This design comes from an exercise in tuning for small area and a short achievable clock period on the open sky130 flow, not from production work. RTL that was checked went through simulation tests only; none was proved equivalent to the original. Function not checked in runs 1 and 4: the RTL went through the layout flow alone. Power figures rest on the tool's default switching activity, not on a simulated workload.

[design/flow/flow/run.sh]
#!/bin/bash
# The standard layout (standard.sh), with buf_2 cells as the port buffers
# instead of the default delay buffers.
bash standard.sh "BUFFER_PORTS_ARGS=-buffer_cell sky130_fd_sc_hd__buf_2" finish > standard.log 2>&1
[design/flow/standard.sh]
#!/bin/bash
# synth_recipe.tcl (not shown) runs the flow's synth.tcl, then flattens the netlist and writes it again
# the make line also repeats each setting of config.mk as NAME=value (left out here)
make -C /OpenROAD-flow-scripts/flow DESIGN_CONFIG=/design/flow/config.mk WORK_HOME=/design/flow/orfs CLKGATE_MAP_FILE= SYNTH_SCRIPT=/design/flow/synth_recipe.tcl "${@:-finish}"
[design/flow/config.mk]
export PLATFORM = sky130hd
export DESIGN_NAME = MyComputer
export DESIGN_NICKNAME = MyComputer
export VERILOG_FILES = /design/flow/design.v
export SDC_FILE = /design/flow/constraint.sdc
export NUM_CORES = 4
export LEC_CHECK = 0
export ABC_AREA = 1
export CAP_MARGIN = 20
export CORE_MARGIN = 2
export CORE_UTILIZATION = 50
export CTS_BUF_LIST = sky130_fd_sc_hd__clkbuf_8
export CTS_CLUSTER_SIZE = 20
export PLACE_DENSITY = 0.7
export SLEW_MARGIN = 20
[design/flow/constraint.sdc]
create_clock -name core_clock -period 11.0 [get_ports {Clock}]
set_input_delay 2.2000 -clock core_clock [delete_from_list [all_inputs] [get_ports {Clock}]]
set_output_delay 2.2000 -clock core_clock [all_outputs]
set_load 0.01 [all_outputs]
[design/flow/design.v]
module DecTab(input [7:0] x, output [3:0] ones, output [3:0] tens,
	output ge10, output ge100);
	wire [7:0] z = {x[7], x[6:0] ^ {7{x[7]}}};
	wire [9:0] y;
	wire n0 = z[7];
	wire n1 = !z[7];
	wire n2 = z[0] ? n1 : n0;
	wire n3 = z[0] & n0;
	wire n4 = !z[0] | n1;
	wire n5 = z[1] ? n4 : n3;
	wire n6 = z[1] & n3;
	wire n7 = z[1] ? n3 : n4;
	wire n8 = z[2] ? n7 : n6;
	wire n9 = z[3] ? n8 : n5;
	wire n10 = !z[1] & n4;
	wire n11 = z[2] ? n5 : n10;
	wire n12 = z[2] ? n6 : n5;
	wire n13 = z[3] ? n12 : n11;
	wire n14 = z[4] ? n13 : n9;
	wire n15 = z[2] ? n10 : n7;
	wire n16 = z[3] ? n5 : n15;
	wire n17 = z[3] ? n11 : n8;
	wire n18 = z[4] ? n17 : n16;
	wire n19 = z[5] ? n18 : n14;
	wire n20 = z[3] ? n15 : n12;
	wire n21 = z[4] ? n9 : n20;
	wire n22 = z[4] ? n16 : n13;
	wire n23 = z[5] ? n22 : n21;
	wire n24 = z[6] ? n23 : n19;
	wire n25 = !z[1] | n4;
	wire n26 = z[2] ? n25 : n6;
	wire n27 = z[1] | n3;
	wire n28 = z[2] & n27;
	wire n29 = z[3] ? n28 : n26;
	wire n30 = z[2] ? n6 : n10;
	wire n31 = !z[2] & n25;
	wire n32 = z[3] ? n31 : n30;
	wire n33 = z[4] ? n32 : n29;
	wire n34 = z[2] ? n10 : n27;
	wire n35 = z[3] ? n26 : n34;
	wire n36 = z[3] ? n30 : n28;
	wire n37 = z[4] ? n36 : n35;
	wire n38 = z[5] ? n37 : n33;
	wire n39 = z[3] ? n34 : n31;
	wire n40 = z[4] ? n29 : n39;
	wire n41 = z[4] ? n35 : n32;
	wire n42 = z[5] ? n41 : n40;
	wire n43 = z[6] ? n42 : n38;
	wire n44 = z[2] & n6;
	wire n45 = !z[2] & n10;
	wire n46 = z[3] ? n45 : n44;
	wire n47 = !z[2] & n5;
	wire n48 = z[2] ? n10 : n6;
	wire n49 = z[3] ? n48 : n47;
	wire n50 = z[4] ? n49 : n46;
	wire n51 = z[2] & n5;
	wire n52 = z[3] ? n44 : n51;
	wire n53 = z[3] ? n47 : n45;
	wire n54 = z[4] ? n53 : n52;
	wire n55 = z[5] ? n54 : n50;
	wire n56 = z[3] ? n51 : n48;
	wire n57 = z[4] ? n46 : n56;
	wire n58 = z[4] ? n52 : n49;
	wire n59 = z[5] ? n58 : n57;
	wire n60 = z[6] ? n59 : n55;
	wire n61 = z[2] | n27;
	wire n62 = z[3] & n61;
	wire n63 = z[3] ? n28 : n31;
	wire n64 = z[4] ? n63 : n62;
	wire n65 = !z[2] | n25;
	wire n66 = !z[3] & n65;
	wire n67 = z[3] ? n31 : n61;
	wire n68 = z[4] ? n67 : n66;
	wire n69 = z[5] ? n68 : n64;
	wire n70 = z[3] ? n65 : n28;
	wire n71 = z[4] ? n62 : n70;
	wire n72 = z[4] ? n66 : n63;
	wire n73 = z[5] ? n72 : n71;
	wire n74 = z[6] ? n73 : n69;
	wire n75 = z[2] | n6;
	wire n76 = z[3] | n75;
	wire n77 = z[4] & n76;
	wire n78 = z[3] & n75;
	wire n79 = z[4] ? n78 : n66;
	wire n80 = z[5] ? n79 : n77;
	wire n81 = !z[3] | n65;
	wire n82 = !z[4] & n81;
	wire n83 = z[3] | n44;
	wire n84 = z[4] & n83;
	wire n85 = z[5] ? n84 : n82;
	wire n86 = z[6] ? n85 : n80;
	wire n87 = z[4] | n83;
	wire n88 = z[5] & n87;
	wire n89 = !z[5] & n82;
	wire n90 = z[6] ? n89 : n88;
	wire n91 = z[3] & n44;
	wire n92 = z[4] | n91;
	wire n93 = !z[3] & n31;
	wire n94 = !z[4] & n93;
	wire n95 = z[5] ? n94 : n92;
	wire n96 = z[6] & n95;
	wire n97 = z[4] | n62;
	wire n98 = z[5] | n97;
	wire n99 = z[6] | n98;
	wire n100 = z[4] | n76;
	wire n101 = z[5] & n100;
	wire n102 = z[6] & n101;
	assign y[0] = n2;
	assign y[1] = n24;
	assign y[2] = n43;
	assign y[3] = n60;
	assign y[4] = n74;
	assign y[5] = n86;
	assign y[6] = n90;
	assign y[7] = n96;
	assign y[8] = n99;
	assign y[9] = n102;
	assign ones = y[3:0];
	assign tens = y[7:4];
	assign ge10 = y[8];
	assign ge100 = y[9];
endmodule
module BcdSeg(input [3:0] d, output [6:0] segs);
	wire A = d[3], B = d[2], C = d[1], D = d[0];
	assign segs[0] = !(A | C | (B & D) | (!B & !D));
	assign segs[1] = !(!B | (!C & !D) | (C & D));
	assign segs[2] = !(B | !C | D);
	assign segs[3] = !((!B & !D) | (!B & C) | (C & !D) | (B & !C & D));
	assign segs[4] = !((!B & !D) | (C & !D));
	assign segs[5] = !(A | (!C & !D) | (B & !C) | (B & !D));
	assign segs[6] = !(A | (B & !C) | (!B & C) | (C & !D));
endmodule
module HexSeg(input [3:0] bin, output [6:0] segs);
	wire n0 = bin[0];
	wire n1 = !bin[1] & n0;
	wire n2 = !bin[0];
	wire n3 = !bin[1] & n2;
	wire n4 = bin[2] ? n3 : n1;
	wire n5 = bin[1] & n0;
	wire n6 = bin[2] ? n1 : n5;
	wire n7 = bin[3] ? n6 : n4;
	wire n8 = bin[1] ? n2 : n0;
	wire n9 = bin[2] & n8;
	wire n10 = bin[1] | n2;
	wire n11 = bin[2] ? n10 : n5;
	wire n12 = bin[3] ? n11 : n9;
	wire n13 = bin[1] & n2;
	wire n14 = !bin[2] & n13;
	wire n15 = bin[2] & n10;
	wire n16 = bin[3] ? n15 : n14;
	wire n17 = bin[1] ? n0 : n2;
	wire n18 = bin[2] ? n17 : n1;
	wire n19 = bin[2] ? n5 : n8;
	wire n20 = bin[3] ? n19 : n18;
	wire n21 = !bin[1] | n0;
	wire n22 = bin[2] ? n21 : n0;
	wire n23 = !bin[2] & n1;
	wire n24 = bin[3] ? n23 : n22;
	wire n25 = bin[1] | n0;
	wire n26 = bin[2] ? n5 : n25;
	wire n27 = bin[2] & n1;
	wire n28 = bin[3] ? n27 : n26;
	wire n29 = !bin[1];
	wire n30 = bin[2] ? n5 : n29;
	wire n31 = bin[2] & n3;
	wire n32 = bin[3] ? n31 : n30;
	assign segs[0] = n7;
	assign segs[1] = n12;
	assign segs[2] = n16;
	assign segs[3] = n20;
	assign segs[4] = n24;
	assign segs[5] = n28;
	assign segs[6] = n32;
endmodule
module Ctrl(input [6:0] ip, output [6:0] tgt,
	output g_ld0, g_ldsz, g4_set, g4_clr, g5_set, g5_clr,
	output g6_set, g6_clr, s0_we, s1_we, s2_we, s3_we,
	output d_we, f0_clr, f1_clr, f2_clr, f3_clr, f4_we,
	output f5_we, sz_clr, sz_shl, sz_shr, sz_one, sz5_set,
	output sz5_clr, s0_dinp, s0_s1, s0_sum, s0_mq, s1_s0,
	output s2_s1, f4_sum, f5_shr, c_f0, c_f1, c_f2,
	output c_f3, c_sz0, c_szeq1, c_sz1, c_sz2, c_sz3,
	output c_fz, c_go);
	assign g_ld0 = (!ip[6] & !ip[5] & !ip[3] & !ip[2] & !ip[1] & !ip[0]);
	assign g_ldsz = (ip[6] & ip[5] & ip[3] & ip[2] & ip[1] & ip[0]) | (ip[5] & ip[4] & ip[3] & !ip[2] & ip[1] & !ip[0]);
	assign g4_set = (!ip[6] & !ip[4] & ip[3] & !ip[2] & !ip[1] & !ip[0]);
	assign g4_clr = (ip[5] & !ip[4] & !ip[3] & ip[1] & ip[0]) | (ip[5] & !ip[3] & !ip[2] & ip[1] & ip[0]) | (ip[6] & !ip[5] & !ip[4] & ip[2] & !ip[1] & ip[0]) | (!ip[6] & !ip[5] & ip[4] & !ip[2] & ip[1] & !ip[0]);
	assign g5_set = (ip[5] & !ip[4] & !ip[3] & ip[1] & !ip[0]) | (ip[6] & !ip[5] & !ip[4] & ip[2] & !ip[1] & !ip[0]);
	assign g5_clr = (!ip[5] & ip[4] & ip[3] & !ip[2] & ip[1] & ip[0]) | (!ip[6] & ip[5] & !ip[4] & ip[3] & ip[0]) | (ip[6] & !ip[5] & !ip[3] & ip[2] & !ip[0]) | (!ip[6] & ip[5] & ip[4] & !ip[3] & !ip[1] & !ip[0]);
	assign g6_set = (!ip[6] & ip[5] & ip[3] & ip[2] & ip[1] & ip[0]);
	assign g6_clr = (!ip[6] & ip[5] & ip[3] & ip[2] & !ip[1] & !ip[0]);
	assign s0_we = (ip[6] & !ip[3] & ip[2] & !ip[1] & !ip[0]) | (ip[6] & ip[4] & ip[2] & ip[1] & ip[0]) | (ip[6] & !ip[5] & !ip[4] & !ip[2] & !ip[1] & ip[0]) | (ip[5] & ip[4] & !ip[3] & ip[2] & !ip[1] & ip[0]) | (!ip[6] & !ip[5] & ip[4] & !ip[3] & ip[1] & ip[0]);
	assign s1_we = (ip[4] & !ip[3] & ip[2] & ip[1] & !ip[0]) | (ip[6] & ip[5] & ip[3] & !ip[2] & !ip[1] & ip[0]) | (ip[6] & !ip[5] & !ip[4] & ip[3] & ip[2] & ip[1] & !ip[0]);
	assign s2_we = (ip[6] & ip[5] & !ip[4] & !ip[2] & ip[1] & !ip[0]) | (!ip[6] & ip[5] & !ip[3] & ip[2] & ip[1] & ip[0]) | (!ip[6] & !ip[5] & ip[4] & !ip[3] & !ip[1] & ip[0]) | (!ip[5] & !ip[4] & ip[3] & ip[2] & ip[1] & ip[0]);
	assign s3_we = (!ip[5] & ip[4] & !ip[3] & ip[2] & !ip[1] & !ip[0]);
	assign d_we = (ip[6] & ip[5] & !ip[4] & !ip[2] & !ip[1] & !ip[0]) | (!ip[6] & ip[5] & ip[3] & ip[2] & !ip[1] & ip[0]) | (ip[6] & !ip[5] & !ip[4] & !ip[2] & ip[1] & !ip[0]) | (!ip[6] & !ip[5] & ip[3] & !ip[2] & !ip[1] & !ip[0]);
	assign f0_clr = (!ip[6] & !ip[4] & ip[3] & ip[2] & ip[0]);
	assign f1_clr = (!ip[6] & !ip[5] & !ip[4] & ip[3] & !ip[1] & !ip[0]);
	assign f2_clr = (!ip[6] & !ip[4] & ip[3] & ip[1] & ip[0]);
	assign f3_clr = (!ip[6] & !ip[5] & !ip[4] & ip[3] & !ip[2] & !ip[0]);
	assign f4_we = (ip[6] & !ip[3] & ip[2] & !ip[1] & !ip[0]) | (ip[6] & !ip[5] & !ip[4] & !ip[2] & !ip[1] & ip[0]);
	assign f5_we = (!ip[6] & !ip[5] & ip[4] & ip[3] & ip[2] & ip[0]) | (ip[5] & !ip[4] & !ip[2] & ip[1] & ip[0]) | (ip[6] & !ip[5] & ip[4] & !ip[3] & !ip[1] & !ip[0]) | (!ip[6] & ip[5] & ip[4] & !ip[2] & !ip[1] & !ip[0]);
	assign sz_clr = (!ip[6] & !ip[4] & !ip[3] & ip[2] & !ip[1] & ip[0]);
	assign sz_shl = (!ip[6] & !ip[5] & ip[4] & ip[3] & ip[2] & !ip[1] & ip[0]);
	assign sz_shr = (ip[5] & !ip[4] & !ip[2] & ip[1] & ip[0]) | (ip[6] & !ip[5] & ip[4] & !ip[3] & !ip[1] & !ip[0]) | (!ip[6] & !ip[5] & ip[3] & ip[2] & ip[1] & ip[0]) | (!ip[6] & ip[5] & ip[4] & !ip[2] & !ip[1] & !ip[0]);
	assign sz_one = (!ip[6] & ip[5] & !ip[4] & !ip[3] & !ip[0]);
	assign sz5_set = (ip[6] & ip[5] & ip[3] & ip[2] & !ip[1] & ip[0]) | (ip[6] & !ip[5] & !ip[3] & !ip[2] & ip[1] & !ip[0]);
	assign sz5_clr = (ip[6] & ip[5] & ip[4] & ip[0]) | (!ip[6] & !ip[4] & !ip[3] & ip[2] & !ip[1] & ip[0]);
	assign s0_dinp = (!ip[5] & !ip[3]);
	assign s0_s1 = (!ip[6] & ip[5]);
	assign s0_sum = (!ip[2]);
	assign s0_mq = (!ip[0]);
	assign s1_s0 = (!ip[5] & !ip[3]);
	assign s2_s1 = (!ip[1]);
	assign f4_sum = (ip[0]);
	assign f5_shr = (!ip[2]) | (ip[1]);
	assign c_f0 = (!ip[6] & !ip[4] & ip[3] & ip[2] & ip[0]);
	assign c_f1 = (!ip[6] & !ip[4] & ip[3] & ip[2] & !ip[0]);
	assign c_f2 = (!ip[6] & !ip[4] & ip[3] & ip[1] & ip[0]);
	assign c_f3 = (!ip[6] & !ip[4] & ip[3] & ip[1] & !ip[0]);
	assign c_sz0 = (ip[5] & !ip[3] & !ip[2] & ip[1] & !ip[0]) | (!ip[6] & ip[3] & ip[2] & ip[1] & !ip[0]) | (ip[6] & !ip[5] & !ip[4] & !ip[3] & ip[0]) | (ip[6] & ip[4] & ip[3] & !ip[2] & !ip[0]) | (!ip[6] & !ip[5] & ip[4] & ip[3] & ip[2] & !ip[0]);
	assign c_szeq1 = (!ip[5] & !ip[4] & ip[3] & !ip[2] & !ip[1] & !ip[0]);
	assign c_sz1 = (ip[6] & ip[4] & ip[3] & !ip[1] & !ip[0]);
	assign c_sz2 = (ip[6] & ip[4] & ip[2] & !ip[1] & ip[0]);
	assign c_sz3 = (ip[6] & ip[4] & ip[2] & ip[1] & !ip[0]) | (!ip[6] & !ip[5] & ip[3] & !ip[2] & !ip[1] & ip[0]);
	assign c_fz = (ip[5] & !ip[4] & !ip[3] & !ip[1] & ip[0]) | (ip[6] & !ip[5] & !ip[3] & !ip[1] & ip[0]) | (ip[6] & ip[5] & ip[3] & ip[2] & !ip[1] & !ip[0]) | (ip[6] & !ip[5] & !ip[4] & !ip[2] & ip[1] & ip[0]);
	assign c_go = (ip[5] & !ip[4] & !ip[3] & !ip[2] & ip[0]) | (!ip[6] & !ip[5] & ip[3] & ip[2] & ip[1] & !ip[0]) | (!ip[6] & ip[5] & !ip[4] & ip[1]) | (ip[6] & ip[5] & ip[4] & ip[1]) | (ip[6] & !ip[5] & !ip[4] & !ip[3] & !ip[1]) | (ip[6] & !ip[3] & !ip[2] & ip[1] & ip[0]) | (!ip[6] & !ip[4] & ip[2] & ip[1] & ip[0]);
	assign tgt[0] = (ip[4] & !ip[3] & !ip[1]) | (!ip[6] & ip[4] & !ip[1] & !ip[0]);
	assign tgt[1] = (ip[6] & !ip[2]) | (!ip[6] & ip[2]) | (!ip[6] & ip[5]) | (ip[1] & ip[0]) | (ip[5] & ip[3]);
	assign tgt[2] = (!ip[5] & ip[4] & ip[2]) | (ip[2] & !ip[1] & !ip[0]) | (ip[6] & !ip[2] & ip[1] & ip[0]) | (!ip[6] & !ip[3] & !ip[1]) | (!ip[6] & !ip[5] & !ip[2] & !ip[0]);
	assign tgt[3] = (ip[5]) | (ip[6] & !ip[4]) | (!ip[6] & ip[4]) | (!ip[3] & ip[1]) | (!ip[4] & ip[2] & ip[1]) | (!ip[6] & !ip[1] & ip[0]) | (ip[6] & !ip[2] & !ip[0]);
	assign tgt[4] = (!ip[6] & !ip[5] & !ip[4] & !ip[2]) | (ip[4] & !ip[3] & !ip[1]) | (!ip[6] & ip[4] & !ip[1] & !ip[0]) | (!ip[6] & ip[3] & ip[2] & ip[0]);
	assign tgt[5] = (ip[6] & ip[2] & !ip[1]) | (!ip[6] & !ip[2] & ip[0]) | (!ip[5] & ip[4] & ip[2] & ip[1]) | (ip[4] & ip[1] & ip[0]);
	assign tgt[6] = (ip[6] & ip[2] & !ip[1]) | (!ip[6] & !ip[4] & !ip[1]) | (ip[6] & !ip[5] & !ip[2] & ip[0]) | (!ip[5] & ip[4] & ip[2] & ip[1]);
endmodule
module MyComputer(
	input Clock,
	output [9:0] LEDR,
	input [9:0] SW,
	input [3:0] KEY,
	output [6:0] HEX0,
	output [6:0] HEX1,
	output [6:0] HEX2,
	output [6:0] HEX3,
	output [6:0] HEX4,
	output [6:0] HEX5
);
	reg rs1, rs2, rst;
	reg [4:0] dcnt;
	wire dtog = (dcnt == 5'd29);
	wire rst_n = dtog ? !rst : rst;      
	always @(posedge Clock) begin
		rs1 <= SW[9];
		rs2 <= rs1;
		dcnt <= ((rst == rs2) | dtog) ? 5'd0 : dcnt + 5'd1;
		rst <= rst_n;
	end
	reg ts1;
	reg [3:0] k1, k2, k3;
	always @(posedge Clock) begin
		ts1 <= SW[8];
		k1 <= {KEY[3], ~KEY[2:0]};
		k2 <= k1;
		k3 <= k2;
	end
	wire [3:0] pb = k3 & ~k2;
	reg [7:0] pdat, dinp;
	always @(posedge Clock)
		if (k1[3] & ~KEY[3]) pdat <= SW[7:0];
	reg [7:0] cnt;
	reg go, ngo;
	wire cwrap = (cnt == 8'h68);
	wire go_n = !rst_n && ((!rst && cwrap) || ts1);
	always @(posedge Clock) begin
		cnt <= rst ? 8'h02 : cwrap ? 8'h01 : {cnt[6:0], cnt[7] ^ cnt[5] ^ cnt[4] ^ cnt[3]};
		go <= go_n;
		ngo <= !go_n;
	end
	reg [6:0] ip;
	reg [7:0] s0, s1, s2, s3;    
	reg [3:0] sz;                
	reg sz5;                     
	reg [5:0] gout;              
	reg enA, enB_n, enC, enD_n, enE;  
	reg [5:0] flag;
	wire [6:0] tgt;
	wire g_ld0, g_ldsz, g4_set, g4_clr, g5_set, g5_clr, g6_set, g6_clr;
	wire s0_we, s1_we, s2_we, s3_we, d_we;
	wire f0_clr, f1_clr, f2_clr, f3_clr, f4_we, f5_we;
	wire sz_clr, sz_shl, sz_shr, sz_one, sz5_set, sz5_clr;
	wire s0_dinp, s0_s1, s0_sum, s0_mq, s1_s0, s2_s1, f4_sum, f5_shr;
	wire c_f0, c_f1, c_f2, c_f3, c_sz0, c_szeq1, c_sz1, c_sz2, c_sz3, c_fz, c_go;
	Ctrl ctl(.ip(ip), .tgt(tgt),
		.g_ld0(g_ld0), .g_ldsz(g_ldsz), .g4_set(g4_set), .g4_clr(g4_clr),
		.g5_set(g5_set), .g5_clr(g5_clr), .g6_set(g6_set), .g6_clr(g6_clr),
		.s0_we(s0_we), .s1_we(s1_we), .s2_we(s2_we), .s3_we(s3_we), .d_we(d_we),
		.f0_clr(f0_clr), .f1_clr(f1_clr), .f2_clr(f2_clr), .f3_clr(f3_clr),
		.f4_we(f4_we), .f5_we(f5_we),
		.sz_clr(sz_clr), .sz_shl(sz_shl), .sz_shr(sz_shr), .sz_one(sz_one),
		.sz5_set(sz5_set), .sz5_clr(sz5_clr),
		.s0_dinp(s0_dinp), .s0_s1(s0_s1), .s0_sum(s0_sum), .s0_mq(s0_mq),
		.s1_s0(s1_s0), .s2_s1(s2_s1), .f4_sum(f4_sum), .f5_shr(f5_shr),
		.c_f0(c_f0), .c_f1(c_f1), .c_f2(c_f2), .c_f3(c_f3), .c_sz0(c_sz0),
		.c_szeq1(c_szeq1), .c_sz1(c_sz1), .c_sz2(c_sz2), .c_sz3(c_sz3),
		.c_fz(c_fz), .c_go(c_go));
	wire sz0 = (sz == 4'd0);
	wire fz = (flag == 6'd0);
	wire taken = c_go | (c_f0 & flag[0]) | (c_f1 & flag[1]) | (c_f2 & flag[2]) |
		(c_f3 & flag[3]) | (c_sz0 & sz0) | (c_szeq1 & (sz == 4'd1)) |
		(c_sz1 & sz[1]) | (c_sz2 & sz[2]) | (c_sz3 & sz[3]) | (c_fz & fz);
	wire [6:0] nip = taken ? tgt : ip + 7'd1;
	reg [8:0] ma;
	reg [7:0] mq;
	reg [3:0] mc;
	reg mrst, mlast, povr;
	wire mdone = mc[3] & mc[0];
	wire msub = mlast & mq[0];
	wire [8:0] aa = mc[3] ? {s1[7], s1} : ma;
	wire [8:0] ab = ({s0[7], s0} ^ {9{msub}}) & {9{mc[3] | mq[0]}};
	wire [8:0] msum;
	Add9 add(.a(aa), .b(ab), .cin(msub), .s(msum));
	always @(posedge Clock) begin
		mrst <= !ngo & (s0_we | s1_we);
		mlast <= !mrst && (mc == 4'd6);
		if (mrst) begin
			ma <= 9'd0;
			mq <= s1;
			mc <= 4'd0;
		end else if (!mdone) begin
			if (mc[3]) begin
				ma <= msum;
				povr <= !((&{ma[7:0], mq[7]}) | ~(|{ma[7:0], mq[7]}));
			end else begin
				ma <= {msum[8], msum[8:1]};
				mq <= {msum[0], mq[7:1]};
			end
			mc <= mc + 4'd1;
		end
	end
	wire sum_ov = ma[8] ^ ma[7];
	reg [6:0] so_n, st_n;  
	reg h2one, h2neg;      
	reg h3neg;             
	wire neg = s0[7];
	wire [3:0] ones, tens;
	wire ge10, ge100;
	wire [6:0] sgo, sgt;
	DecTab dec(.x(s0), .ones(ones), .tens(tens), .ge10(ge10), .ge100(ge100));
	BcdSeg sg0(.d(ones), .segs(sgo));
	BcdSeg sg1(.d(tens), .segs(sgt));
	always @(posedge Clock) begin
		if (!ngo) begin
			ip <= nip;
			if (s0_we) s0 <= ({8{s0_dinp}} & dinp) | ({8{s0_s1}} & s1) |
				({8{s0_sum}} & ma[7:0]) | ({8{s0_mq}} & mq);
			if (s1_we) s1 <= s1_s0 ? s0 : s2;
			if (s2_we) s2 <= s2_s1 ? s1 : s3;
			if (s3_we) s3 <= s2;
			if (d_we) begin
				so_n <= ~sgo;
				st_n <= ge10 ? ~sgt : neg ? 7'h40 : 7'h00;
				h2one <= ge100;
				h2neg <= neg && ge10 && !ge100;
				h3neg <= neg && ge100;
			end
			if (g_ld0 | g_ldsz) gout[3:0] <= g_ldsz ? sz : 4'd0;
			if (g_ld0 | g_ldsz | g4_clr | g4_set) gout[4] <= g4_set;
			if (g_ld0 | g_ldsz | g5_clr | g5_set) gout[5] <= g5_set | (g_ldsz & sz5);
			if (f0_clr) flag[0] <= 1'b0;
			if (f1_clr) flag[1] <= 1'b0;
			if (f2_clr) flag[2] <= 1'b0;
			if (f3_clr) flag[3] <= 1'b0;
			if (f4_we) flag[4] <= f4_sum ? sum_ov : povr;
			if (f5_we) flag[5] <= f5_shr & sz[0];
			if (sz_clr) sz <= 4'd0;
			if (sz_shl) sz <= {sz[2:0], 1'b0};
			if (sz_shr) sz <= {1'b0, sz[3:1]};
			if (sz_one) sz <= 4'd1;
			if (sz5_clr) sz5 <= 1'b0;
			if (sz5_set) sz5 <= 1'b1;
		end
		if (rst) begin
			ip <= 7'd0;
			flag <= 6'd0;
		end else begin
			if (pb[0]) flag[0] <= 1'b1;
			if (pb[1]) flag[1] <= 1'b1;
			if (pb[2]) flag[2] <= 1'b1;
			if (pb[3]) begin flag[3] <= 1'b1; dinp <= pdat; end
		end
	end
	wire enA_set = !ngo & (g6_set | g_ldsz);
	wire enA_clr = !ngo & (g6_clr | g_ld0);
	wire enC_set = !ngo & (ip == 7'd58 || ip == 7'd63 || ip == 7'd111);
	wire enC_clr = !ngo & (ip == 7'd0 || ip == 7'd60);
	always @(posedge Clock) begin
		enA <= enA_set | (enA & !enA_clr);
		enB_n <= enA_clr | (enB_n & !enA_set);
		enC <= enC_set | (enC & !enC_clr);
		enD_n <= enC_clr | (enD_n & !enC_set);
		enE <= enC_set | (enE & !enA_clr);
	end
	reg [6:0] hx4, hx5;
	wire [6:0] hx4_n, hx5_n;
	HexSeg sg4(.bin(ip[3:0]), .segs(hx4_n));
	HexSeg sg5(.bin({1'b0, ip[6:4]}), .segs(hx5_n));
	always @(posedge Clock) begin
		hx4 <= hx4_n;
		hx5 <= hx5_n;
	end
	assign LEDR = {flag[5], flag[4], flag[3], go, gout};
	assign HEX0 = {~(so_n[6:4] & {3{enC}}), ~(so_n[3:0] & {4{enA}})};
	assign HEX1 = {~(st_n[6:4] & {3{!enD_n}}), ~(st_n[3:0] & {4{!enB_n}})};
	assign HEX2 = {!(enE && h2neg), 3'b111, !(enE && h2one), !(enE && h2one), 1'b1};
	assign HEX3 = {!(!enD_n && h3neg), 6'h3f};
	assign HEX4 = hx4;
	assign HEX5 = hx5;
endmodule
module Add9(input [8:0] a, input [8:0] b, input cin, output [8:0] s);
	wire [8:0] p = a ^ b;
	wire [8:0] g0 = a & b;
	wire [8:0] G0 = {g0[8:1], g0[0] | (p[0] & cin)};
	wire [8:0] P0 = {p[8:1], 1'b0};
	wire [8:0] G1, P1;
	wire [8:0] G2, P2, G3, P3, G4;
	genvar i;
	generate
		for (i = 0; i < 9; i = i + 1) begin : pf
			if (i % 2 == 1) begin : l1c
				assign G1[i] = G0[i] | (P0[i] & G0[i-1]);
				assign P1[i] = P0[i] & P0[i-1];
			end else begin : l1p
				assign G1[i] = G0[i];
				assign P1[i] = P0[i];
			end
			if ((i / 2) % 2 == 1) begin : l2c
				assign G2[i] = G1[i] | (P1[i] & G1[(i/4)*4+1]);
				assign P2[i] = P1[i] & P1[(i/4)*4+1];
			end else begin : l2p
				assign G2[i] = G1[i];
				assign P2[i] = P1[i];
			end
			if ((i / 4) % 2 == 1) begin : l3c
				assign G3[i] = G2[i] | (P2[i] & G2[(i/8)*8+3]);
				assign P3[i] = P2[i] & P2[(i/8)*8+3];
			end else begin : l3p
				assign G3[i] = G2[i];
				assign P3[i] = P2[i];
			end
			if (i == 8) begin : l4c
				assign G4[i] = G3[i] | (P3[i] & G3[7]);
			end else begin : l4p
				assign G4[i] = G3[i];
			end
		end
	endgenerate
	assign s = p ^ {G4[7:0], cin};
endmodule
==> key figures, run 1 <==
Placed design
  – Routability Congestion: 1.03
  – Placed instance count: 1365
  – DP HPWL: 15.8 mm
  – Port bufs: 56

Synth
  – Fraction of registers with async set/reset: 0%
  – Xor/xnor cell area share of the yosys netlist: 2.13%
  – Simple-gate share of the synthesized area: 26.7%
  – Sequential share of the synthesized area: 46.8%
  – Syn avg cell area: 7.83 µm²
  – Synth cell types: 47
  – FF+latch count, synth: 163
  – Syn Std Cell Area: 8800 µm²
  – Number of synthesized flops with an enable pin: 85
  – Predominant post-synthesis flop cell: edfxtp_1
  – Largest family of logic cells by synthesized area: simple AND/OR/NAND/NOR gates
  – Yosys warning count: 1
  – Multiplexer share of the synthesized area: 0%
  – Compound-cell area share of the yosys netlist: 10.2%
  – Synth Area in Adders: 4.89%
  – Cell count after synthesis: 1124

Routing
  – Mean number of vias per cell: 5.37
  – Initial DRC count: 862
  – Final WL: 21.6 mm
  – Total number of vias: 7505
  – 1st-pass router iterations: 6
  – Final ANT Viol Nets: 0
  – DRC viols: 0
  – WL/cell: 15.4 µm

Worst setup path
  – WP data required: 8800 ps
  – Crit path max fanout: 5
  – Crit path arrival time: 1110 ps
  – Critical Path Start Type: flip-flop
  – Worst reg-to-reg path cell count: 13
  – Reg2Reg Setup Slack: 7750 ps
  – Worst r2r src: ip[0]
  – Worst Setup End Kind: primary output
  – Worst Setup Path Type: flip-flop to primary output
  – RR Endpoint: ip[2]

Die
  – Die H: 137 µm
  – Die width: 137 µm
  – Die ar.: 18700 µm²
  – Num ports: 67
  – Floorplan core area: 17200 µm²
  – FP Rows: 48
  – Initial Utilization: 51.0%

Clock network
  – TritonCTS clock tree: yes
  – Root buffer cell: clkbuf_8
  – H-Tree Depth: 4
  – Hold Buf Count CTS: 0
  – Setup Fix Bufs, Post-CTS: 0
  – Worst-path clk slew: 90 ps
  – CTS resizes: 0
  – TritonCTS sink count: 163
  – Clk latency of the worst-skew pair: 470 ps
  – TritonCTS buffer count: 17
  – CTS Buffer Depth: 2

Power and ir drop
  – Sw Share: 48.1%
  – Combinational share of power: 52.3%
  – Peak supply drop: 0.155 mV
  – Sw Pwr: 1.56 mW
  – Sequential share of power: 32.3%
  – Pleak: 4.41 nW
  – Clock Power Share: 15.3%
  – Internal Power: 1.68 mW
  – PwrDens: 338 nW/µm²

Final layout
  – FILL cells: 1674
  – Finished Layout Cells: 1397
  – P&R area growth vs syn: 8.90%
  – Ant diodes: 0
  – Layout cells sized above 1: 9.90%
  – Final core occ: 55.6%
  – Layout Nets: 1206

STA
  – Fmax: 0.302 GHz
  – Period utilization: 30.1%
  – Slew Viols, Final: 0
  – Setup-failing EPs final: 0
  – Slew headroom: 29.5%
  – Worst clock skew: 16.4 ps
  – Fin crit period: 3310 ps
  – Worst hold slack: 334 ps
  – RSZ-0062 raised after global routing: false
  – Setup TNS: 0 ps
  – Worst slew pin tran: 1060 ps
  – Final number of hold-violating endpoints: 0

Global routing
  – Initial antenna violation count: 0
  – Gr ovfl total: 0
  – Vias in the first global route: 6638
  – Global Route Usage Sum: 23.9%
  – First-pass GRT wire length: 34.5 mm
  – Largest net degree at the start of global routing: 31

Run
  – Max cap viols: 0

Status
  – Status: finished clean

Worst hold path
  – Hold WC Path Type: flip-flop to flip-flop
  – Hold EP: k2[2]
  – Hold depth: 0
  – Hold Crit Start: k1[2]
==> metrics by stage <==
stage                     setup slack (ps)  instance area [µm²]  power, mW
after global routing                  7580                 9580       3.51
after global placement                7880                 9120       2.69
after CTS                             7660                 9580       3.21
after floorplan                       8050                 8830       2.29
final                                 7690                 9580       3.24
after detailed placement              7860                 9120       2.71
==> cells by family after synthesis <==
logic type	count (synthesis)
flops	163
xor+xnor	18
compound gates	161
other cells	1
fa+ha+maj	32
buf+inv	189
simple gates	560
==> critical path: stages (launching register included) <==
cell and delay (ps):
dfxtp_1 310, inv_1 130, nand2_1 70, buf_2 140
==> state kept, by name, indices dropped and copies added, names as in the netlist, 5 cells and up <==
register / count
s0: 8
s2: 8
ip: 7
cnt: 8
st_n: 7
gout: 6
ma: 9
hx4: 7
flag: 6
pdat: 8
so_n: 7
s3: 8
dinp: 8
hx5: 7
s1: 8
dcnt: 5
mq: 8
==> Yosys cell counts, drive strengths merged (2+ instances only) <==
cell type	count	area share (%)
a21oi	54	3.1
a221oi	2	0.20
a22oi	6	0.51
a311oi	2	0.20
a31oi	4	0.28
buf	34	2.6
clkbuf	18	0.77
clkinv	2	0.085
dfxtp	78	18
edfxtp	85	29
fa	4	0.91
ha	28	4.0
inv	135	5.8
nand2	310	13
nand3	85	5.0
nand4	18	1.3
nor2	112	4.8
nor3	20	1.1
nor4	8	0.57
o2111ai	2	0.20
o211ai	4	0.34
o21ai	73	4.2
o21bai	3	0.26
o22ai	4	0.28
o311ai	2	0.20
or2	5	0.36
xnor2	6	0.77
xor2	12	1.4
==> worst max path at each step <==
| stage | start | end | slack (ps) | cells after the start |
|---|---|---|---|---|
| after global routing | ip[0] | ip[6] | 7580 | 13 |
| after CTS | enB_n | HEX1[1] | 7660 | 3 |
| final | enD_n | HEX3[6] | 7690 | 3 |
| after floorplan | KEY[3] | pdat[0] | 8050 | 1 |
| after detailed placement | KEY[3] | pdat[0] | 7860 | 2 |
| after global placement | KEY[3] | pdat[0] | 7880 | 2 |
==> layout make-up <==
type,instances,area [µm²],area share (%)
timing repair buffer,59,303,3.16
clock inverter,15,223,2.32
tap,225,282,2.94
sequential,163,4110,42.9
multi-input combinational,781,3910,40.8
clock buffer,17,234,2.44
inverter,137,514,5.37
==> power by group through the flow <==
stage / logic [mW] / clock network [mW] / registers (mW)
2_1_floorplan: 1.32 / 0 / 0.974
3_3_place_gp: 1.64 / 0 / 1.05
3_5_place_dp: 1.65 / 0 / 1.05
4_1_cts: 1.66 / 0.503 / 1.04
5_1_grt: 1.91 / 0.527 / 1.07
6_report: 1.69 / 0.496 / 1.05
==> metal layers <==
metal | part of all wire (%) | up-vias | GRT usage, % | wire length [µm]
met4 | 1.8 | 0 | 8.51 | 385
met3 | 9.3 | 32 | 5.07 | 2020
met5 | 0 | - | 0 | 0
met1 | 46 | 3360 | 34.8 | 10000
met2 | 43 | 365 | 35.1 | 9170
li1 | - | 3748 | - | -
==> cell usage in the layout, fill, tap and decap left out, drive strengths merged, types with 2 or more instances in the layout <==
master    count
nor4          8
a21oi        54
buf          59
xnor2         6
ha           28
conb         10
o2111ai       2
a311oi        2
fa            4
a22oi         6
clkbuf       17
clkinvlp      3
bufinv        4
or2           5
nand2       310
inv         140
nor3         20
a31oi         4
o22ai         4
o21ai        73
o21bai        3
dfxtp        78
edfxtp       85
xor2         12
nand4        18
a221oi        2
o311ai        2
clkinv        5
nand3        85
nor2        112
o211ai        4
==> inputs of run 2 (changes only) <==
--- a/design/flow/design.v
+++ b/design/flow/design.v
@@ -283,3 +283,3 @@
 	reg [5:0] gout;              
-	reg enA, enB_n, enC, enD_n, enE;  
+	reg enA, enB_n, enC, enD_n;  
 	reg [5:0] flag;
@@ -400,3 +400,2 @@
 		enD_n <= enC_clr | (enD_n & !enC_set);
-		enE <= enC_set | (enE & !enA_clr);
 	end
@@ -413,3 +412,3 @@
 	assign HEX1 = {~(st_n[6:4] & {3{!enD_n}}), ~(st_n[3:0] & {4{!enB_n}})};
-	assign HEX2 = {!(enE && h2neg), 3'b111, !(enE && h2one), !(enE && h2one), 1'b1};
+	assign HEX2 = {!(enC && h2neg), 3'b111, !(enC && h2one), !(enC && h2one), 1'b1};
 	assign HEX3 = {!(!enD_n && h3neg), 6'h3f};
==> design/flow/flow/run.sh (replaced) <==
#!/bin/bash
# The standard layout (standard.sh), with buf_1 cells as the port buffers
# instead of the default delay buffers.
bash standard.sh "BUFFER_PORTS_ARGS=-buffer_cell sky130_fd_sc_hd__buf_1" finish > standard.log 2>&1
--- a/design/flow/config.mk
+++ b/design/flow/config.mk
@@ -10,6 +10,6 @@
 export CORE_MARGIN = 2
-export CORE_UTILIZATION = 50
+export CORE_UTILIZATION = 40
 export CTS_BUF_LIST = sky130_fd_sc_hd__clkbuf_8
 export CTS_CLUSTER_SIZE = 20
-export PLACE_DENSITY = 0.7
+export PLACE_DENSITY = 0.6
 export SLEW_MARGIN = 20
==> key figures, run 2 <==
Die
  – Floorplan core area: 21800 µm² (was 17200 µm²)
  – Die width: 153 µm (was 137 µm)
  – Die H: 153 µm (was 137 µm)
  – Die ar.: 23300 µm² (was 18700 µm²)
  – Num ports: 67 (unchanged)
  – Initial Utilization: 40.6% (was 51.0%)
  – FP Rows: 54 (was 48)

Routing
  – Mean number of vias per cell: 5.16 (was 5.37)
  – Final WL: 22.7 mm (was 21.6 mm)
  – Total number of vias: 7450 (was 7505)
  – Final ANT Viol Nets: 0 (unchanged)
  – Initial DRC count: 742 (was 862)
  – WL/cell: 15.7 µm (was 15.4 µm)
  – DRC viols: 0 (unchanged)
  – 1st-pass router iterations: 5 (was 6)

Worst setup path
  – Critical Path Start Type: flip-flop (unchanged)
  – WP data required: 8800 ps (about the same)
  – Worst Setup Path Type: flip-flop to primary output (unchanged)
  – Crit path arrival time: 1140 ps (was 1110 ps)
  – Largest stage delay, worst path: 390 ps (was 310 ps)
  – CP max-delay cell: dfxtp_1 (unchanged)
  – Crit path max fanout: 4 (was 5)
  – Worst Setup End Kind: primary output (unchanged)
  – Worst path cell trace: inv_1 > nand2_1 > buf_1 (was inv_1 > nand2_1 > buf_2)

STA
  – Slew headroom: 37.5% (was 29.5%)
  – Setup-failing EPs final: 0 (unchanged)
  – Worst slew pin tran: 938 ps (was 1060 ps)
  – Fin crit period: 3340 ps (was 3310 ps)
  – Worst clock skew: 15.0 ps (was 16.4 ps)
  – Fmax: 0.299 GHz (was 0.302 GHz)
  – Period utilization: 30.4% (was 30.1%)
  – RSZ-0062 raised after global routing: false (unchanged)
  – Slew Viols, Final: 0 (unchanged)
  – Final number of hold-violating endpoints: 0 (unchanged)
  – Setup TNS: 0 ps (unchanged)
  – PnR worst setup slack: 7660 ps (was 7690 ps)

Global routing
  – First-pass GRT wire length: 36.0 mm (was 34.5 mm)
  – Gr ovfl total: 0 (unchanged)
  – Vias in the first global route: 6659 (was 6638)
  – Largest net degree at the start of global routing: 32 (was 31)
  – Initial antenna violation count: 0 (unchanged)
  – Global Route Usage Sum: 19.3% (was 23.9%)

Clock network
  – Setup Fix Bufs, Post-CTS: 0 (unchanged)
  – TritonCTS sink count: 162 (was 163)
  – TritonCTS clock tree: yes (unchanged)
  – H-Tree Depth: 4 (unchanged)
  – CTS resizes: 0 (unchanged)
  – CTS Buffer Depth: 2 (unchanged)
  – Clk latency of the worst-skew pair: 460 ps (was 470 ps)
  – TritonCTS buffer count: 17 (unchanged)
  – Hold Buf Count CTS: 0 (unchanged)
  – Root buffer cell: clkbuf_8 (unchanged)
  – Worst-path clk slew: 90 ps (about the same)

Placed design
  – Routability Congestion: 0.957 (was 1.03)
  – Port bufs: 56 (unchanged)
  – Worst slack, placed: 7880 ps (was 7860 ps)
  – DP HPWL: 16.5 mm (was 15.8 mm)

Synth
  – Cell count after synthesis: 1114 (was 1124)
  – Yosys warning count: 1 (unchanged)
  – Count leader, synth: nand2_1 (unchanged)
  – Fraction of registers with async set/reset: 0% (unchanged)
  – Synth area leaders: edfxtp_1, dfxtp_1, nand2_1 (unchanged)
  – FF+latch count, synth: 162 (was 163)
  – Synth cell types: 55 (was 47)
  – Syn Std Cell Area: 8840 µm² (was 8800 µm²)
  – Number of synthesized flops with an enable pin: 85 (unchanged)
  – Top cell type's share of synthesized area: 28.9% (was 29.0%)
  – Syn avg cell area: 7.93 µm² (was 7.83 µm²)
  – Cell taking the most area after synthesis: edfxtp_1 (unchanged)
  – Commonest cells post-synth: nand2_1, inv_1, nor2_1 (unchanged)
  – Predominant post-synthesis flop cell: edfxtp_1 (unchanged)
  – Sequential share of the synthesized area: 46.3% (was 46.8%)

Final layout
  – Layout Nets: 1197 (was 1206)
  – P&R area growth vs syn: 7.97% (was 8.90%)
  – FILL cells: 2221 (was 1674)
  – Ant diodes: 0 (unchanged)
  – Layout cells sized above 1: 5.85% (was 9.90%)
  – Seq. cell area: 4090 µm² (was 4110 µm²)
  – Commonest non-fill, non-tap cell in the layout: nand2_1 (unchanged)
  – Largest Register: ma (unchanged)
  – Footprint of the multi-input gates: 3980 µm² (was 3910 µm²)
  – Most frequent cells in the layout: nand2_1, inv_1, nor2_1 (unchanged)
  – Largest register FFs: 9 (unchanged)

Power and ir drop
  – Peak supply drop: 0.0917 mV (was 0.155 mV)
  – PwrDens: 335 nW/µm² (was 338 nW/µm²)
  – Pleak: 4.22 nW (was 4.41 nW)

Run
  – Max cap viols: 0 (unchanged)

Worst hold path
  – Hold WC Path Type: flip-flop to flip-flop (unchanged)

Status
  – Status: finished clean (unchanged)
## run 2: cell types whose count changed in the layout (fill, tap and decap cells not counted), moves of 6 or more
cell     change
buf_1       +56
buf_2       -56
o21ai_0     -10
a21oi_1      -9
inv_1        -8
nor3_1       +7
nor2_1       -6
## run 2: final cells by class
type | count | share of cell area [%]
well taps | 280 | 3.67
flip-flops and latches | 162 | 42.9
inverters | 131 | 5.15
clock buffers | 17 | 2.45
clock inverters | 15 | 1.46
repair buffers | 62 | 2.68
multi-input cells | 776 | 41.7
## run 2: report_power, final
part | total, mW | internal, mW | switching (mW)
Clock | 0.414 | 0.166 | 0.248
Combinational | 1.76 | 0.561 | 1.19
Sequential | 1.03 | 0.869 | 0.160
Total | 3.20 | 1.60 | 1.60
## run 2: per-stage QoR
step / power, mW / utilization (%) / hold slack (ps) / area (µm²) / instances
after global placement: 2.76 / 42.1 / 312 / 9170 / 1411
after floorplan: 2.33 / - / 310 / 8870 / 1123
after detailed placement: 2.77 / 42.1 / 313 / 9170 / 1411
after global routing: 3.48 / 43.9 / 344 / 9540 / 1443
after CTS: 3.20 / 43.9 / 336 / 9540 / 1443
final: 3.20 / 43.9 / 336 / 9540 / 1443
## run 2: routing by layer
metal | global-route usage, % | vias up | routed length [µm]
met1 | 28.7 | 3366 | 11000
met5 | 0 | - | 0
met4 | 6.17 | 0 | 442
met3 | 3.84 | 32 | 1710
met2 | 28.0 | 323 | 9520
li1 | - | 3729 | -
## run 2: worst paths after layout
kind / from / endpoint / slack [ps] / cells after the start
worst max-delay path: enB_n / HEX1[0] / 7660 / 3
worst min-delay path: k1[1] / k2[1] / 340 / 0
worst max register to register: ip[3] / s2[5] / 7760 / 5
worst min register to register: k1[1] / k2[1] / 340 / 0
## run 2: logic make-up (layout without fill, tap and decap cells)
group,after synthesis,in the layout,synth area share (%)
xor gates and xnor gates,19,19,2.35
adders and majority gates,32,32,4.87
buffers and inverters,185,225,9.09
other,1,10,0.0424
and+or+nand+nor,554,554,26.7
DFF,162,162,46.3
AOI/OAI and AO/OA,161,161,10.6
## run 2: critical path, delay by kind of cell (launching register included)
family	cells	cell delay (ps)
flip-flops	1	390
buffers and inverters	2	240
AND/OR/NAND/NOR	1	60
==> inputs of run 3 (changes only) <==
==> design/flow/flow/run.sh (replaced) <==
#!/bin/bash
# The standard layout (standard.sh), with buf_2 cells as the port buffers
# instead of the default delay buffers, and timing repair aimed below the
# clock period (repair_timing's setup margin).
bash standard.sh "BUFFER_PORTS_ARGS=-buffer_cell sky130_fd_sc_hd__buf_2" SETUP_SLACK_MARGIN=7.8 finish > standard.log 2>&1
==> key figures, run 3 <==
Global routing
  – Vias in the first global route: 6858 (was 6659)
  – Initial antenna violation count: 0 (unchanged)
  – Gr ovfl total: 0 (unchanged)
  – Global-route met1 utilization: 29.3% (was 28.7%)
  – M2 GR Usage: 28.6% (was 28.0%)
  – Global Route Usage Sum: 19.6% (was 19.3%)
  – Grt peak-use layer: met1 (unchanged)
  – First-pass GRT wire length: 36.8 mm (was 36.0 mm)
  – Met3 usage: 3.75% (was 3.84%)
  – Largest net degree at the start of global routing: 32 (unchanged)

Worst setup path
  – Worst path cell trace: nand2_2 > buf_6 (was inv_1 > nand2_1 > buf_1)
  – Worst path depth: 2 (was 3)
  – Critical Path Start Type: flip-flop (unchanged)
  – Kind of cell adding the most delay to the critical path: flip-flops (unchanged)
  – RR Endpoint: ip[0] (was s2[5])
  – Crit. Startpoint: enC (was enB_n)
  – Largest stage delay, worst path: 400 ps (was 390 ps)
  – Worst r2r src: ip[4] (was ip[3])
  – Crit path arrival time: 1060 ps (was 1140 ps)
  – WP data required: 8800 ps (about the same)
  – Worst Setup End Kind: primary output (unchanged)
  – CP endpoint: HEX2[2] (was HEX1[0])
  – Reg2Reg Setup Slack: 8000 ps (was 7760 ps)
  – Worst Setup Path Type: flip-flop to primary output (unchanged)
  – Worst reg-to-reg path cell count: 12 (was 5)
  – CP max-delay cell: dfxtp_4 (was dfxtp_1)
  – Worst Path Buf+Inv: 1 (was 2)
  – Crit path max fanout: 6 (was 4)

Routing
  – DRC viols: 0 (unchanged)
  – Mean number of vias per cell: 5.21 (was 5.16)
  – Final ANT Viol Nets: 0 (unchanged)
  – Initial DRC count: 763 (was 742)
  – Final WL: 22.7 mm (about the same)
  – Total number of vias: 7564 (was 7450)
  – WL/cell: 15.6 µm (was 15.7 µm)
  – 1st-pass router iterations: 8 (was 5)

Synth
  – Synth cell types: 55 (unchanged)
  – Yosys warning count: 1 (unchanged)
  – Top cell type's share of synthesized area: 28.9% (unchanged)
  – Syn Std Cell Area: 8840 µm² (unchanged)
  – Syn avg cell area: 7.93 µm² (unchanged)
  – Cell taking the most area after synthesis: edfxtp_1 (unchanged)
  – Commonest cells post-synth: nand2_1, inv_1, nor2_1 (unchanged)
  – Predominant post-synthesis flop cell: edfxtp_1 (unchanged)
  – Sequential share of the synthesized area: 46.3% (unchanged)
  – Synth area leaders: edfxtp_1, dfxtp_1, nand2_1 (unchanged)
  – Cell count after synthesis: 1114 (unchanged)
  – Fraction of registers with async set/reset: 0% (unchanged)
  – Number of synthesized flops with an enable pin: 85 (unchanged)
  – Count leader, synth: nand2_1 (unchanged)
  – FF+latch count, synth: 162 (unchanged)

Final layout
  – Final Cell Area: 9770 µm² (was 9540 µm²)
  – Ant diodes: 0 (unchanged)
  – Largest register FFs: 9 (unchanged)
  – P&R area growth vs syn: 10.5% (was 7.97%)
  – Largest Register: ma (unchanged)
  – Layout Nets: 1206 (was 1197)
  – Commonest non-fill, non-tap cell in the layout: nand2_1 (unchanged)
  – Layout cells sized above 1: 13.1% (was 5.85%)
  – Most frequent cells in the layout: nand2_1, inv_1, nor2_1 (unchanged)
  – Final core occ: 44.9% (was 43.9%)

Clock network
  – Hold Buf Count CTS: 0 (unchanged)
  – TritonCTS sink count: 162 (unchanged)
  – Clk latency of the worst-skew pair: 460 ps (about the same)
  – Worst-path clk slew: 90 ps (about the same)
  – TritonCTS clock tree: yes (unchanged)
  – TritonCTS buffer count: 17 (unchanged)
  – CTS Buffer Depth: 2 (unchanged)
  – Root buffer cell: clkbuf_8 (unchanged)
  – H-Tree Depth: 4 (unchanged)

STA
  – Setup TNS: 0 ps (unchanged)
  – RSZ-0062 raised after global routing: true (was false)
  – Worst clock skew: 14.1 ps (was 15.0 ps)
  – Worst slew pin tran: 941 ps (was 938 ps)
  – Final number of hold-violating endpoints: 0 (unchanged)
  – Fin crit period: 3260 ps (was 3340 ps)
  – Slew Viols, Final: 0 (unchanged)
  – Fmax: 0.307 GHz (was 0.299 GHz)
  – Period utilization: 29.6% (was 30.4%)
  – Slew headroom: 37.2% (was 37.5%)
  – Setup-failing EPs final: 0 (unchanged)

Die
  – FP Rows: 54 (unchanged)
  – Floorplan core area: 21800 µm² (unchanged)
  – Num ports: 67 (unchanged)
  – Initial Utilization: 40.6% (unchanged)
  – Die H: 153 µm (unchanged)
  – Die ar.: 23300 µm² (unchanged)
  – Die width: 153 µm (unchanged)

Power and ir drop
  – Pleak: 4.43 nW (was 4.22 nW)
  – Peak supply drop: 0.108 mV (was 0.0917 mV)
  – PwrDens: 333 nW/µm² (was 335 nW/µm²)

Placed design
  – Routability Congestion: 0.974 (was 0.957)
  – Port bufs: 56 (unchanged)
  – DP Area: 9240 µm² (was 9170 µm²)
  – DP HPWL: 16.5 mm (about the same)

Worst hold path
  – Hold WC Path Type: flip-flop to flip-flop (unchanged)

Run
  – Max cap viols: 0 (unchanged)

Status
  – Status: finished clean (unchanged)
## run 3: cell counts after synthesis
No cell type changed its count.
## run 3: cell type report
| cell class | count | area (µm²) |
|---|---|---|
| timing repair buffer | 71 | 462 |
| multi-input combinational | 776 | 4000 |
| inverter | 131 | 494 |
| clock inverter | 15 | 109 |
| tap | 280 | 350 |
| sequential | 162 | 4110 |
| clock buffer | 17 | 234 |
| fill | 2198 | 12000 |
## run 3: what timing repair did
item	CTS	global route
pin swaps	7	7
resized for setup	12	25
buffers inserted	2	7
endpoints found under the setup margin	23	86
## run 3: where the power goes
| group | total [mW] | switching (mW) | internal, mW | leakage (nW) |
|---|---|---|---|---|
| clock network | 0.392 | 0.234 | 0.158 | 0.168 |
| registers | 1.05 | 0.175 | 0.875 | 1.43 |
| logic | 1.81 | 1.19 | 0.618 | 2.84 |
| total | 3.25 | 1.60 | 1.65 | 4.43 |
## run 3: how the worst min path moves through the flow
stage / cells after the start / slack [ps] / startpoint / endpoint
finish: 0 / 330 / k1[1] / k2[1]
detailed placement: 0 / 310 / k1[0] / k2[0]
floorplan: 0 / 310 / k1[0] / k2[0]
global route: 0 / 350 / k1[2] / k2[2]
CTS: 0 / 330 / k1[1] / k2[1]
global placement: 0 / 310 / rs1 / rs2
## run 3: logic make-up after synthesis
kind of cell / Yosys count / synth area share (%)
AO/OA/AOI/OAI: 161 / 10.6
XOR/XNOR: 19 / 2.35
adder cells (fa/ha/maj): 32 / 4.87
buffers and inverters: 185 / 9.09
flip-flops: 162 / 46.3
other: 1 / 0.0424
AND/OR/NAND/NOR: 554 / 26.7
## run 3: stage by stage
stage | hold WS (ps) | setup WS [ps] | std cells | power, mW
6_report | 333 | 7740 | 1452 | 3.25
5_1_grt | 351 | 7670 | 1452 | 3.54
4_1_cts | 333 | 7700 | 1445 | 3.19
3_5_place_dp | 312 | 7870 | 1411 | 2.78
3_3_place_gp | 312 | 7870 | 1411 | 2.77
2_1_floorplan | 310 | 8050 | 1123 | 2.33
## run 3: metal layers
metal | part of all wire, % | vias to the layer above
met3 | 8.1 | 50
met1 | 47 | 3425
met5 | 0 | -
met2 | 42 | 349
met4 | 2.5 | 0
li1 | - | 3740
==> inputs of run 4 (changes only) <==
--- a/design/flow/design.v
+++ b/design/flow/design.v
@@ -283,3 +283,3 @@
 	reg [5:0] gout;              
-	reg enA, enB_n, enC, enD_n;  
+	reg enA, enB, enC, enD, enE_n;  
 	reg [5:0] flag;
@@ -391,11 +391,12 @@
 	end
-	wire enA_set = !ngo & (g6_set | g_ldsz);
-	wire enA_clr = !ngo & (g6_clr | g_ld0);
-	wire enC_set = !ngo & (ip == 7'd58 || ip == 7'd63 || ip == 7'd111);
-	wire enC_clr = !ngo & (ip == 7'd0 || ip == 7'd60);
+	wire set_m = !ngo & (g6_set | g_ldsz);
+	wire clr_m = !ngo & (g6_clr | g_ld0);
+	wire set_x = !ngo & (ip == 7'd58 || ip == 7'd63 || ip == 7'd111);
+	wire clr_x = !ngo & (ip == 7'd0 || ip == 7'd60);
 	always @(posedge Clock) begin
-		enA <= enA_set | (enA & !enA_clr);
-		enB_n <= enA_clr | (enB_n & !enA_set);
-		enC <= enC_set | (enC & !enC_clr);
-		enD_n <= enC_clr | (enD_n & !enC_set);
+		enA <= set_m | (enA & !clr_m);
+		enB <= set_x | (enB & !clr_x);
+		enC <= set_x | (enC & !clr_m);
+		enD <= set_m | (enD & !clr_x);
+		enE_n <= clr_m | (enE_n & !set_m);
 	end
@@ -410,6 +411,6 @@
 	assign LEDR = {flag[5], flag[4], flag[3], go, gout};
-	assign HEX0 = {~(so_n[6:4] & {3{enC}}), ~(so_n[3:0] & {4{enA}})};
-	assign HEX1 = {~(st_n[6:4] & {3{!enD_n}}), ~(st_n[3:0] & {4{!enB_n}})};
-	assign HEX2 = {!(enC && h2neg), 3'b111, !(enC && h2one), !(enC && h2one), 1'b1};
-	assign HEX3 = {!(!enD_n && h3neg), 6'h3f};
+	assign HEX0 = {~(so_n[6:4] & {3{enB}}), ~(so_n[3:0] & {4{enA}})};
+	assign HEX1 = {~(st_n[6:4] & {3{enD}}), ~(st_n[3:0] & {4{enC}})};
+	assign HEX2 = {!(!enE_n && h2neg), 3'b111, !(!enE_n && h2one), !(!enE_n && h2one), 1'b1};
+	assign HEX3 = {!(enB && h3neg), 6'h3f};
 	assign HEX4 = hx4;
==> key figures, run 4 <==
Power and ir drop
  – Combinational share of power: 54.9% (was 55.6%)
  – Clock Power Share: 13.3% (was 12.1%)
  – PwrDens: 330 nW/µm² (was 333 nW/µm²)
  – Internal Power: 1.65 mW (about the same)
  – Sequential share of power: 31.9% (was 32.3%)
  – Sw Pwr: 1.59 mW (was 1.60 mW)
  – Pleak: 4.47 nW (was 4.43 nW)
  – Peak supply drop: 0.103 mV (was 0.108 mV)
  – Sw Share: 49.1% (was 49.2%)

Worst setup path
  – CP max-delay cell: edfxtp_1 (was dfxtp_4)
  – Largest stage delay, worst path: 390 ps (was 400 ps)
  – Worst path cell trace: nand2_2 > buf_2 (was nand2_2 > buf_6)
  – Worst Setup End Kind: primary output (unchanged)
  – Worst Setup Path Type: flip-flop to primary output (unchanged)
  – Crit path max fanout: 2 (was 6)
  – Crit path arrival time: 1060 ps (about the same)
  – WP data required: 8800 ps (about the same)
  – Critical Path Start Type: flip-flop (unchanged)

Clock network
  – CTS Buffer Depth: 2 (unchanged)
  – TritonCTS buffer count: 17 (unchanged)
  – Worst-path clk slew: 100 ps (was 90 ps)
  – H-Tree Depth: 4 (unchanged)
  – TritonCTS sink count: 163 (was 162)
  – Hold Buf Count CTS: 0 (unchanged)
  – Root buffer cell: clkbuf_8 (unchanged)
  – Clk latency of the worst-skew pair: 470 ps (was 460 ps)
  – TritonCTS clock tree: yes (unchanged)

STA
  – Worst slew pin tran: 755 ps (was 941 ps)
  – Setup TNS: 0 ps (unchanged)
  – Worst hold slack: 335 ps (was 333 ps)
  – Final number of hold-violating endpoints: 0 (unchanged)
  – RSZ-0062 raised after global routing: true (unchanged)
  – Fmax: 0.307 GHz (about the same)
  – Slew headroom: 49.6% (was 37.2%)
  – Slew Viols, Final: 0 (unchanged)
  – PnR worst setup slack: 7740 ps (about the same)
  – Period utilization: 29.6% (about the same)
  – Worst clock skew: 11.0 ps (was 14.1 ps)
  – Fin crit period: 3260 ps (about the same)
  – Setup-failing EPs final: 0 (unchanged)

Die
  – Initial Utilization: 40.6% (about the same)
  – FP Rows: 54 (unchanged)
  – Num ports: 67 (unchanged)
  – Die ar.: 23300 µm² (about the same)
  – Die width: 153 µm (about the same)
  – Die H: 153 µm (about the same)
  – Floorplan core area: 21800 µm² (unchanged)

Synth
  – Xor/xnor cell area share of the yosys netlist: 2.48% (was 2.35%)
  – Compound-cell area share of the yosys netlist: 10.3% (was 10.6%)
  – Yosys warning count: 1 (unchanged)
  – Syn Std Cell Area: 8830 µm² (was 8840 µm²)
  – Multiplexer share of the synthesized area: 0% (unchanged)
  – Fraction of registers with async set/reset: 0% (unchanged)
  – FF+latch count, synth: 163 (was 162)
  – Synth area leaders: edfxtp_1, dfxtp_1, nand2_1 (unchanged)
  – Top cell type's share of synthesized area: 28.9% (about the same)
  – Largest family of logic cells by synthesized area: simple AND/OR/NAND/NOR gates (unchanged)
  – Number of synthesized flops with an enable pin: 85 (unchanged)
  – Cell count after synthesis: 1119 (was 1114)
  – Commonest cells post-synth: nand2_1, inv_1, nor2_1 (unchanged)
  – Simple-gate share of the synthesized area: 26.7% (about the same)
  – Sequential share of the synthesized area: 46.6% (was 46.3%)
  – Count leader, synth: nand2_1 (unchanged)
  – Syn avg cell area: 7.89 µm² (was 7.93 µm²)
  – Synth cell types: 54 (was 55)
  – Synth Area in Adders: 4.87% (about the same)
  – Predominant post-synthesis flop cell: edfxtp_1 (unchanged)
  – Cell taking the most area after synthesis: edfxtp_1 (unchanged)

Global routing
  – First-pass GRT wire length: 35.2 mm (was 36.8 mm)
  – Vias in the first global route: 6780 (was 6858)
  – Initial antenna violation count: 0 (unchanged)
  – Global Route Usage Sum: 18.6% (was 19.6%)
  – Largest net degree at the start of global routing: 32 (unchanged)
  – Gr ovfl total: 0 (unchanged)

Routing
  – WL/cell: 14.8 µm (was 15.6 µm)
  – Final ANT Viol Nets: 0 (unchanged)
  – 1st-pass router iterations: 9 (was 8)
  – Total number of vias: 7456 (was 7564)
  – Initial DRC count: 796 (was 763)
  – Final WL: 21.6 mm (was 22.7 mm)
  – Mean number of vias per cell: 5.11 (was 5.21)
  – DRC viols: 0 (unchanged)

Placed design
  – Routability Congestion: 0.914 (was 0.974)
  – Placed instance count: 1420 (was 1411)
  – Port bufs: 56 (unchanged)
  – DP HPWL: 15.5 mm (was 16.5 mm)
  – DP Area: 9270 µm² (was 9240 µm²)
  – Worst slack, placed: 7850 ps (was 7870 ps)

Worst hold path
  – Hold WC Path Type: flip-flop to flip-flop (unchanged)

Final layout
  – Seq. cell area: 4130 µm² (was 4110 µm²)
  – Ant diodes: 0 (unchanged)
  – Most frequent cells in the layout: nand2_1, inv_1, nor2_1 (unchanged)
  – Footprint of the multi-input gates: 3990 µm² (was 4000 µm²)
  – FILL cells: 2169 (was 2198)
  – Layout cells sized above 1: 12.6% (was 13.1%)
  – Finished Layout Cells: 1459 (was 1452)
  – Largest Register: ma (unchanged)
  – Largest register FFs: 9 (unchanged)
  – P&R area growth vs syn: 11.0% (was 10.5%)
  – Commonest non-fill, non-tap cell in the layout: nand2_1 (unchanged)
  – Layout Nets: 1213 (was 1206)
  – Final Cell Area: 9800 µm² (was 9770 µm²)

Run
  – Max cap viols: 0 (unchanged)

Status
  – Status: finished clean (unchanged)
[run 4: metrics by stage]
step                      utilization (%)  total power [mW]
after floorplan                         -              2.33
after global placement               42.6              2.75
after detailed placement             42.6              2.76
after CTS                            44.6              3.20
after global routing                 45.1              3.53
final                                45.1              3.24
[run 4: worst paths after layout]
| kind | to | depth (start not counted) | slack, ps | from |
|---|---|---|---|---|
| max reg2reg | gout[0] | 8 | 7960 | ip[1] |
| max | HEX2[2] | 2 | 7740 | h2one |
| min reg2reg | rs2 | 0 | 340 | rs1 |
| min | rs2 | 0 | 340 | rs1 |
[run 4: per-layer routing]
layer,vias to the layer above,track usage (%),share of wire (%)
met4,0,4.72,1.5
met5,-,0,0
met3,32,3.90,7.5
met1,3363,27.3,48
li1,3764,-,-
met2,297,28.2,43
[run 4: cells by family (layout without fill, tap and decap cells)]
| family | after synthesis | in the layout |
|---|---|---|
| fa+ha+maj | 32 | 32 |
| simple gates | 556 | 556 |
| xor+xnor | 19 | 19 |
| other cells | 1 | 10 |
| flops | 163 | 163 |
| buf+inv | 186 | 237 |
| compound gates | 162 | 162 |
[run 4: cell type report]
type	instances	share of cell area, %
multi-input cells	779	40.7
inverters	133	5.09
flip-flops and latches	163	42.1
repair buffers	72	4.47
well taps	280	3.57
clock buffers	17	2.39
clock inverters	15	1.66
[run 4: what timing repair did]
action	4_1_cts	5_1_grt
gates cloned	0	0
buffers inserted	1	6
pin swaps	11	3
resized for setup	13	13
endpoints found under the setup margin	22	49
[run 4: critical path: cells and delay by family, from the launching register on]
family                 cells  cell delay [ps]
and+or+nand+nor            1               80
DFF                        1              390
buffers and inverters      1              120
[run 4: power groups by stage]
| stage | registers, mW | logic, mW | clock network, mW |
|---|---|---|---|
| 6_report | 1.03 | 1.78 | 0.430 |
| 2_1_floorplan | 0.982 | 1.34 | 0 |
| 3_5_place_dp | 1.04 | 1.71 | 0 |
| 5_1_grt | 1.05 | 2.01 | 0.470 |
| 3_3_place_gp | 1.04 | 1.71 | 0 |
| 4_1_cts | 1.04 | 1.72 | 0.441 |

## static timing again, ports no longer ideal
In the flow no input, the clock included, has a driving cell. The finished layouts below were timed again as built, in two steps. Step 1 (the two cells are an assumption about what drives the block):
set clk [get_ports {Clock}]
set_driving_cell -lib_cell sky130_fd_sc_hd__clkbuf_16 $clk
set_driving_cell -lib_cell sky130_fd_sc_hd__buf_2 [delete_from_list [all_inputs] $clk]
Step 2, shift: input delay + t, output delay - t, t = (earliest + latest rising clock arrival at the registers) / 2. This alone moves slack from input paths to output paths. Slacks: no drivers / after step 1 / after step 2; pairs: no drivers / after step 1.
run	t, ns	slack for setup (ns)	worst hold slack (ns)	worst data-port slew with drivers (ns)
run 1	0.508	7.689 / 7.645 / 7.753	0.334 / 0.334 / 0.334	0.03
run 2	0.492	7.659 / 7.622 / 7.758	0.336 / 0.336 / 0.336	0.03
run 3	0.495	7.743 / 7.705 / 7.880	0.333 / 0.333 / 0.333	0.03
run 4	0.502	7.743 / 7.704 / 7.878	0.335 / 0.335 / 0.335	0.03
After both steps every run listed still meets setup and hold.
